From an optimization exercise on the open Yosys and OpenROAD flow, aimed at small area, a short achievable clock period and few clock cycles; shortcuts taken in it are not production practice.
Function was checked by simulation only, so behaviour that the tests miss may differ from the original.
The flow treats the clock pin as an ideal source. Dropping or thinning the clock tree relies on that and would not hold on a real chip.
Power figures rest on the tool's default switching activity, not on a simulated workload.

// top_axi_lite
module top_axi_lite (
    input  logic        clk,
    input  logic        rstn,
    input  logic        start,
    input  logic        mode,        
    input  logic [31:0] addr,
    input  logic [31:0] wdata_in,
    output logic [31:0] rdata_out,
    output logic        done
);
    logic [31:0] mem [0:15];
    logic [31:0] mem_d [0:15];
    logic [31:0] rd;
    logic [3:0] lo, hi, whi;
    always_comb begin
        for (int j = 0; j < 4; j++) begin
            lo[j]  = (addr[3:2] == 2'(j));
            hi[j]  = (addr[5:4] == 2'(j));
            whi[j] = start && mode && (addr[5:4] == 2'(j));
        end
    end
    logic [15:0] we [0:1];
    logic [15:0] hold [0:1];
    logic [15:0] sel [0:1];
    for (genvar h = 0; h < 2; h++) begin : g_half
        for (genvar i = 0; i < 16; i++) begin : g_word
            rf_and2  u_we   (.a(whi[i/4]), .b(lo[i%4]), .y(we[h][i]));
            rf_nand2 u_hold (.a(whi[i/4]), .b(lo[i%4]), .y(hold[h][i]));
            rf_and2  u_sel  (.a(hi[i/4]),  .b(lo[i%4]), .y(sel[h][i]));
        end
    end
    for (genvar i = 0; i < 16; i++) begin : g_word
        for (genvar b = 0; b < 32; b++) begin : g_bit
            rf_ao22 u_next (
                .a1(we[b/16][i]), .a2(wdata_in[b]), .b1(hold[b/16][i]), .b2(mem[i][b]),
                .y(mem_d[i][b])
            );
        end
    end
    always_ff @(posedge clk) begin
        for (int i = 0; i < 16; i++) mem[i] <= mem_d[i];
    end
    logic [7:0] part [0:31];
    logic [3:0] quad [0:31];
    for (genvar b = 0; b < 32; b++) begin : g_rd
        for (genvar k = 0; k < 8; k++) begin : g_ao22
            rf_ao22 u_part (
                .a1(sel[b/16][2*k]),   .a2(mem[2*k][b]),
                .b1(sel[b/16][2*k+1]), .b2(mem[2*k+1][b]),
                .y(part[b][k])
            );
        end
        for (genvar k = 0; k < 4; k++) begin : g_nor2
            rf_nor2 u_quad (.a(part[b][2*k]), .b(part[b][2*k+1]), .y(quad[b][k]));
        end
        rf_nand4 u_rd (.a(quad[b][0]), .b(quad[b][1]), .c(quad[b][2]), .d(quad[b][3]), .y(rd[b]));
    end
    always_ff @(posedge clk) begin
        rdata_out <= rd;
    end
    always_ff @(posedge clk or negedge rstn) begin
  ...
Size: ~1,600 cells after synthesis, ~550 flip-flops, about 100 I/O pins.
Settings: LEC_CHECK=0, CAP_MARGIN=20, CORE_MARGIN=2, CORE_UTILIZATION=55, SETUP_SLACK_MARGIN=1.9, SLEW_MARGIN=20, SYNTH_HIERARCHICAL=1, SYNTH_MINIMUM_KEEP_SIZE=0; clock period 3.5 ns.
standard.sh (not shown) runs the stock make flow with config.mk's settings and CLKGATE_MAP_FILE= SYNTH_SCRIPT=/design/flow/synth_recipe.tcl, a recipe that flattens the netlist after the stock synthesis.
==> flow/flow/run.sh <==
#!/bin/bash
# The standard layout with two changes:
#  - ports are buffered with buf_4 cells instead of the cell buffer_ports picks;
#  - at the end of the CTS step, flow/clock_tree.tcl replaces the clock tree
#    with a two-level one (clock port -> 2 root buffers -> 36 clkbuf_8 leaf buffers ->
#    flip-flops) and repairs timing again.
# Full output in standard.log (ORFS's per-step logs are under orfs/logs).
set -euo pipefail
export CT_LEAFS=36 CT_ROOTS=2 CT_LEAF_BUF=sky130_fd_sc_hd__clkbuf_8
bash standard.sh "BUFFER_PORTS_ARGS=-buffer_cell sky130_fd_sc_hd__buf_4" \
  "POST_CTS_TCL=$PWD/flow/clock_tree.tcl" finish > standard.log 2>&1
==> flow/flow/clock_tree.tcl <==
# Runs at the end of ORFS's CTS step (POST_CTS_TCL). Replaces the clock tree
# that clock_tree_synthesis built with a two-level one: the clock port drives
# a few root buffers, each root drives the leaf buffers near it, one leaf
# buffer per cluster of flip-flops, and each leaf buffer drives the clock pins
# of its cluster. All flip-flops get
# the same number of buffers (two) on their clock path, and the tree is not
# skewed on purpose. Then timing is repaired again on the new tree.

set ct_buf   sky130_fd_sc_hd__clkbuf_16
set ct_leaf_buf [expr {[info exists ::env(CT_LEAF_BUF)] ? $::env(CT_LEAF_BUF) : $ct_buf}]
set ct_leafs [expr {[info exists ::env(CT_LEAFS)] ? $::env(CT_LEAFS) : 16}]

set block [ord::get_db_block]
set db    [ord::get_db]
set clk   [$block findNet clk]

# Flip-flop clock pins, as odb iterms.
set sinks {}
foreach pin [all_registers -clock_pins -edge_triggered] {
  lappend sinks [sta::sta_to_db_pin $pin]
}
puts "clock_tree: [llength $sinks] flip-flop clock pins"

# Remove what clock_tree_synthesis built: every instance in the clock tree
# between the clock port and the flip-flops, and the dummy loads.
set doomed {}
foreach inst [$block getInsts] {
  set name [$inst getName]
  if {[string match clkbuf_* $name] || [string match clkload* $name]} {
    lappend doomed $inst
  }
}
foreach inst $doomed { odb::dbInst_destroy $inst }
foreach net [$block getNets] {
  if {[string match clknet_* [$net getName]] && [llength [$net getITerms]] == 0} {
    odb::dbNet_destroy $net
  }
}
puts "clock_tree: removed [llength $doomed] instances of the old tree"

# Cluster the sinks by position, seeded at quantiles of y.
set pts {}
foreach it $sinks {
  set bb [[$it getInst] getBBox]
  lappend pts [list [expr {([$bb xMin] + [$bb xMax]) / 2.0}] [expr {([$bb yMin] + [$bb yMax]) / 2.0}]]
}
set n [llength $pts]
set order [lsort -real -index 1 $pts]
set cent {}
for {set k 0} {$k < $ct_leafs} {incr k} {
  lappend cent [lindex $order [expr {int(($k + 0.5) * $n / $ct_leafs)}]]
}
# Capacitated k-means: each pass assigns the sinks greedily by distance to
# the nearest centre that still has room (at most ct_cap sinks per leaf), then
# moves each centre to the mean of its sinks.
set ct_cap [expr {int(ceil(1.1 * $n / $ct_leafs))}]
for {set iter 0} {$iter < 30} {incr iter} {
  set pairs {}
  set i 0
  foreach p $pts {
    for {set k 0} {$k < $ct_leafs} {incr k} {
      set c [lindex $cent $k]
      lappend pairs [list [expr {abs([lindex $p 0] - [lindex $c 0]) + abs([lindex $p 1] - [lindex $c 1])}] $i $k]
    }
    incr i
  }
  set pairs [lsort -real -index 0 $pairs]
  set assign [lrepeat $n -1]
  set fill [lrepeat $ct_leafs 0]
  set left $n
  foreach pr $pairs {
    lassign $pr d i k
    if {[lindex $assign $i] >= 0 || [lindex $fill $k] >= $ct_cap} { continue }
    lset assign $i $k
    lset fill $k [expr {[lindex $fill $k] + 1}]
    if {[incr left -1] == 0} { break }
  }
  set newc {}
  for {set k 0} {$k < $ct_leafs} {incr k} {
    set sx 0.0; set sy 0.0; set c 0
    foreach p $pts a $assign {
      if {$a == $k} { set sx [expr {$sx + [lindex $p 0]}]; set sy [expr {$sy + [lindex $p 1]}]; incr c }
    }
    if {$c > 0} { lappend newc [list [expr {$sx / $c}] [expr {$sy / $c}]] } else { lappend newc [lindex $cent $k] }
  }
  set cent $newc
}

set master [$db findMaster $ct_buf]
proc ct_place {inst x y} {
  $inst setLocation [expr {int($x)}] [expr {int($y)}]
  $inst setPlacementStatus PLACED
}

# Root buffers: the leaf buffers are grouped by position into ct_roots
# groups (k-means again), with one root buffer at the middle of each group.
# The clock port drives the root buffers directly (ct_roots <= 4 pins).
set ct_roots [expr {[info exists ::env(CT_ROOTS)] ? $::env(CT_ROOTS) : 4}]
set rorder [lsort -real -index 0 $cent]
set rcent {}
for {set r 0} {$r < $ct_roots} {incr r} {
  lappend rcent [lindex $rorder [expr {int(($r + 0.5) * $ct_leafs / $ct_roots)}]]
}
for {set iter 0} {$iter < 50} {incr iter} {
  set rassign {}
  foreach p $cent {
    set best 0; set bd 1e30
    for {set r 0} {$r < $ct_roots} {incr r} {
      set c [lindex $rcent $r]
      set d [expr {abs([lindex $p 0] - [lindex $c 0]) + abs([lindex $p 1] - [lindex $c 1])}]
      if {$d < $bd} { set bd $d; set best $r }
    }
    lappend rassign $best
  }
  set newc {}
  for {set r 0} {$r < $ct_roots} {incr r} {
    set sx 0.0; set sy 0.0; set c 0
    foreach p $cent a $rassign {
      if {$a == $r} { set sx [expr {$sx + [lindex $p 0]}]; set sy [expr {$sy + [lindex $p 1]}]; incr c }
    }
    if {$c > 0} { lappend newc [list [expr {$sx / $c}] [expr {$sy / $c}]] } else { lappend newc [lindex $rcent $r] }
  }
  set rcent $newc
}
set rootnets {}
for {set r 0} {$r < $ct_roots} {incr r} {
  set root [odb::dbInst_create $block $master ct_root_$r]
  set c [lindex $rcent $r]
  ct_place $root [lindex $c 0] [lindex $c 1]
  set rootnet [odb::dbNet_create $block ct_root_net_$r]
  $rootnet setSigType CLOCK
  [$root findITerm A] connect $clk
  [$root findITerm X] connect $rootnet
  lappend rootnets $rootnet
}

for {set k 0} {$k < $ct_leafs} {incr k} {
  set leaf [odb::dbInst_create $block [$db findMaster $ct_leaf_buf] ct_leaf_$k]
  set c [lindex $cent $k]
  ct_place $leaf [lindex $c 0] [lindex $c 1]
  set net [odb::dbNet_create $block ct_leaf_net_$k]
  $net setSigType CLOCK
  [$leaf findITerm A] connect [lindex $rootnets [lindex $rassign $k]]
  [$leaf findITerm X] connect $net
  set cnt 0
  foreach it $sinks a $assign {
    if {$a == $k} {
      $it disconnect
      $it connect $net
      incr cnt
    }
  }
  puts "clock_tree: leaf $k at [lindex $c 0] [lindex $c 1] drives $cnt flip-flops"
}
$clk setSigType CLOCK

# Optional: give the address decode's gates (found by the names of the nets
# they drive, from the RTL's gate modules) a strong drive before repair, as
# each drives many loads. CT_SIZE holds pairs of net-name pattern and cell.
if {[info exists ::env(CT_SIZE)]} {
  foreach {pattern cell} $::env(CT_SIZE) {
    set m [$db findMaster $cell]
    set c 0
    foreach net [$block getNets] {
      if {![string match $pattern [$net getName]]} { continue }
      foreach it [$net getITerms] {
        if {[$it isOutputSignal]} { [$it getInst] swapMaster $m; incr c }
      }
    }
    puts "clock_tree: $c drivers of $pattern made $cell"
  }
}

detailed_placement
set_propagated_clock [all_clocks]
estimate_parasitics -placement
report_clock_skew
report_clock_latency
repair_timing_helper
detailed_placement
check_placement -verbose
estimate_parasitics -placement
report_worst_slack
report_clock_skew
Testbench counts at the start, summed over its fixed seeds: cycles 8,000.
==> next run, changes <==
==> flow/flow/run.sh (replaced) <==
#!/bin/bash
# The standard layout with two changes:
#  - ports are buffered with buf_1 cells instead of the cell buffer_ports picks;
#  - at the end of the CTS step, flow/clock_tree.tcl replaces the clock tree
#    with a two-level one (clock port -> 2 root buffers -> 36 clkbuf_8 leaf buffers ->
#    flip-flops) and repairs timing again.
# Full output in standard.log (ORFS's per-step logs are under orfs/logs).
set -euo pipefail
export CT_LEAFS=36 CT_ROOTS=2 CT_LEAF_BUF=sky130_fd_sc_hd__clkbuf_8
bash standard.sh "BUFFER_PORTS_ARGS=-buffer_cell sky130_fd_sc_hd__buf_1" \
  "POST_CTS_TCL=$PWD/flow/clock_tree.tcl" finish > standard.log 2>&1
CORE_UTILIZATION = 60   (was 55)
SETUP_SLACK_MARGIN = 1.85   (was 1.9)
After rerunning:
- worst setup slack gets worse by 0.013 ns
- cell count decreases by 2.7%
- routed wire length fell by 3.9%
==> next run, changes <==
==> flow/flow/run.sh (replaced) <==
#!/bin/bash
# The standard layout with two changes:
#  - ports are buffered with buf_4 cells instead of the cell buffer_ports picks;
#  - at the end of the CTS step, flow/clock_tree.tcl replaces the clock tree
#    with a two-level one (clock port -> 4 root buffers -> 20 leaf buffers ->
#    flip-flops) and repairs timing again.
# Full output in standard.log (ORFS's per-step logs are under orfs/logs).
set -euo pipefail
export CT_LEAFS=20 CT_ROOTS=4
bash standard.sh "BUFFER_PORTS_ARGS=-buffer_cell sky130_fd_sc_hd__buf_4" \
  "POST_CTS_TCL=$PWD/flow/clock_tree.tcl" finish > standard.log 2>&1
--- a/flow/flow/clock_tree.tcl
+++ b/flow/flow/clock_tree.tcl
@@ -9,3 +9,2 @@
 set ct_buf   sky130_fd_sc_hd__clkbuf_16
-set ct_leaf_buf [expr {[info exists ::env(CT_LEAF_BUF)] ? $::env(CT_LEAF_BUF) : $ct_buf}]
 set ct_leafs [expr {[info exists ::env(CT_LEAFS)] ? $::env(CT_LEAFS) : 16}]
@@ -137,3 +136,3 @@
 for {set k 0} {$k < $ct_leafs} {incr k} {
-  set leaf [odb::dbInst_create $block [$db findMaster $ct_leaf_buf] ct_leaf_$k]
+  set leaf [odb::dbInst_create $block $master ct_leaf_$k]
   set c [lindex $cent $k]
@@ -156,19 +155,2 @@
 
-# Optional: give the address decode's gates (found by the names of the nets
-# they drive, from the RTL's gate modules) a strong drive before repair, as
-# each drives many loads. CT_SIZE holds pairs of net-name pattern and cell.
-if {[info exists ::env(CT_SIZE)]} {
-  foreach {pattern cell} $::env(CT_SIZE) {
-    set m [$db findMaster $cell]
-    set c 0
-    foreach net [$block getNets] {
-      if {![string match $pattern [$net getName]]} { continue }
-      foreach it [$net getITerms] {
-        if {[$it isOutputSignal]} { [$it getInst] swapMaster $m; incr c }
-      }
-    }
-    puts "clock_tree: $c drivers of $pattern made $cell"
-  }
-}
-
 detailed_placement
CORE_UTILIZATION = 55   (was 60)
The changed run went through all stages and came out clean.
Utilization came out lower by 1.9 points.
Maximum frequency came out higher by 0.81%.
Power came out higher by about 2.8%.
Worst setup slack gets better by 0.014 ns.
Worst hold slack hardly moves.
Die area came out higher by 8.9%.
Global-route usage came out lower by 1.4 points.
Area after synthesis does not change.
Sequential power stays flat.
Routed wire length came out higher by 4.9%.
==> next run, changes <==
--- a/flow/flow/run.sh
+++ b/flow/flow/run.sh
@@ -4,3 +4,3 @@
 #  - at the end of the CTS step, flow/clock_tree.tcl replaces the clock tree
-#    with a two-level one (clock port -> 4 root buffers -> 20 leaf buffers ->
+#    with a two-level one (clock port -> 2 root buffers -> 20 leaf buffers ->
 #    flip-flops) and repairs timing again.
@@ -8,3 +8,3 @@
 set -euo pipefail
-export CT_LEAFS=20 CT_ROOTS=4
+export CT_LEAFS=20 CT_ROOTS=2
 bash standard.sh "BUFFER_PORTS_ARGS=-buffer_cell sky130_fd_sc_hd__buf_4" \
--- a/flow/flow/clock_tree.tcl
+++ b/flow/flow/clock_tree.tcl
@@ -155,2 +155,19 @@
 
+# Optional: give the address decode's gates (found by the names of the nets
+# they drive, from the RTL's gate modules) a strong drive before repair, as
+# each drives many loads. CT_SIZE holds pairs of net-name pattern and cell.
+if {[info exists ::env(CT_SIZE)]} {
+  foreach {pattern cell} $::env(CT_SIZE) {
+    set m [$db findMaster $cell]
+    set c 0
+    foreach net [$block getNets] {
+      if {![string match $pattern [$net getName]]} { continue }
+      foreach it [$net getITerms] {
+        if {[$it isOutputSignal]} { [$it getInst] swapMaster $m; incr c }
+      }
+    }
+    puts "clock_tree: $c drivers of $pattern made $cell"
+  }
+}
+
 detailed_placement
SETUP_SLACK_MARGIN = 1.9   (was 1.85)
The new run produced a clean layout.
Die area does not change.
Routed wire length fell by 2.0%.
Flip-flop and latch count stays the same.
Power fell by 0.67%.
Global-route usage hardly moves.
Critical path depth stays the same.
Hold slack loses 0.022 ns.
Design area fell by 1.0%.
Worst setup slack barely changes.
No run of this note takes its clock network from TritonCTS; it comes from the design's own scripts or RTL.

what the ideal ports hide:
Ports are ideal in the flow. The routed layouts listed here were re-timed in OpenROAD.
Step 1, drivers: a clkbuf_16 drives clk and a buf_2 each remaining input, both assumed.
Step 2 times the ports against the registers' clock, not the clock port: input delays grow and output delays shrink by t, the midpoint of the rising clock arrivals with the driver on.
a / b / c = ideal ports / drivers / drivers and shift; a / b = the first two.
run | shift t [ns] | setup WS [ns] | pins driven straight from the clock port
the first run | 0.514 | 1.771 / 1.782 / 1.305 | 2
the second run | 0.491 | 1.758 / 1.792 / 1.317 | 2
the third run | 0.454 | 1.772 / 1.838 / 1.384 | 4
the fourth run | 0.500 | 1.774 / 1.760 / 1.298 | 2
After both steps every run listed still meets setup and hold. For the fourth run, which loses most, drivers alone change the setup slack by -0.014 ns; drivers and shift together by -0.476 ns.
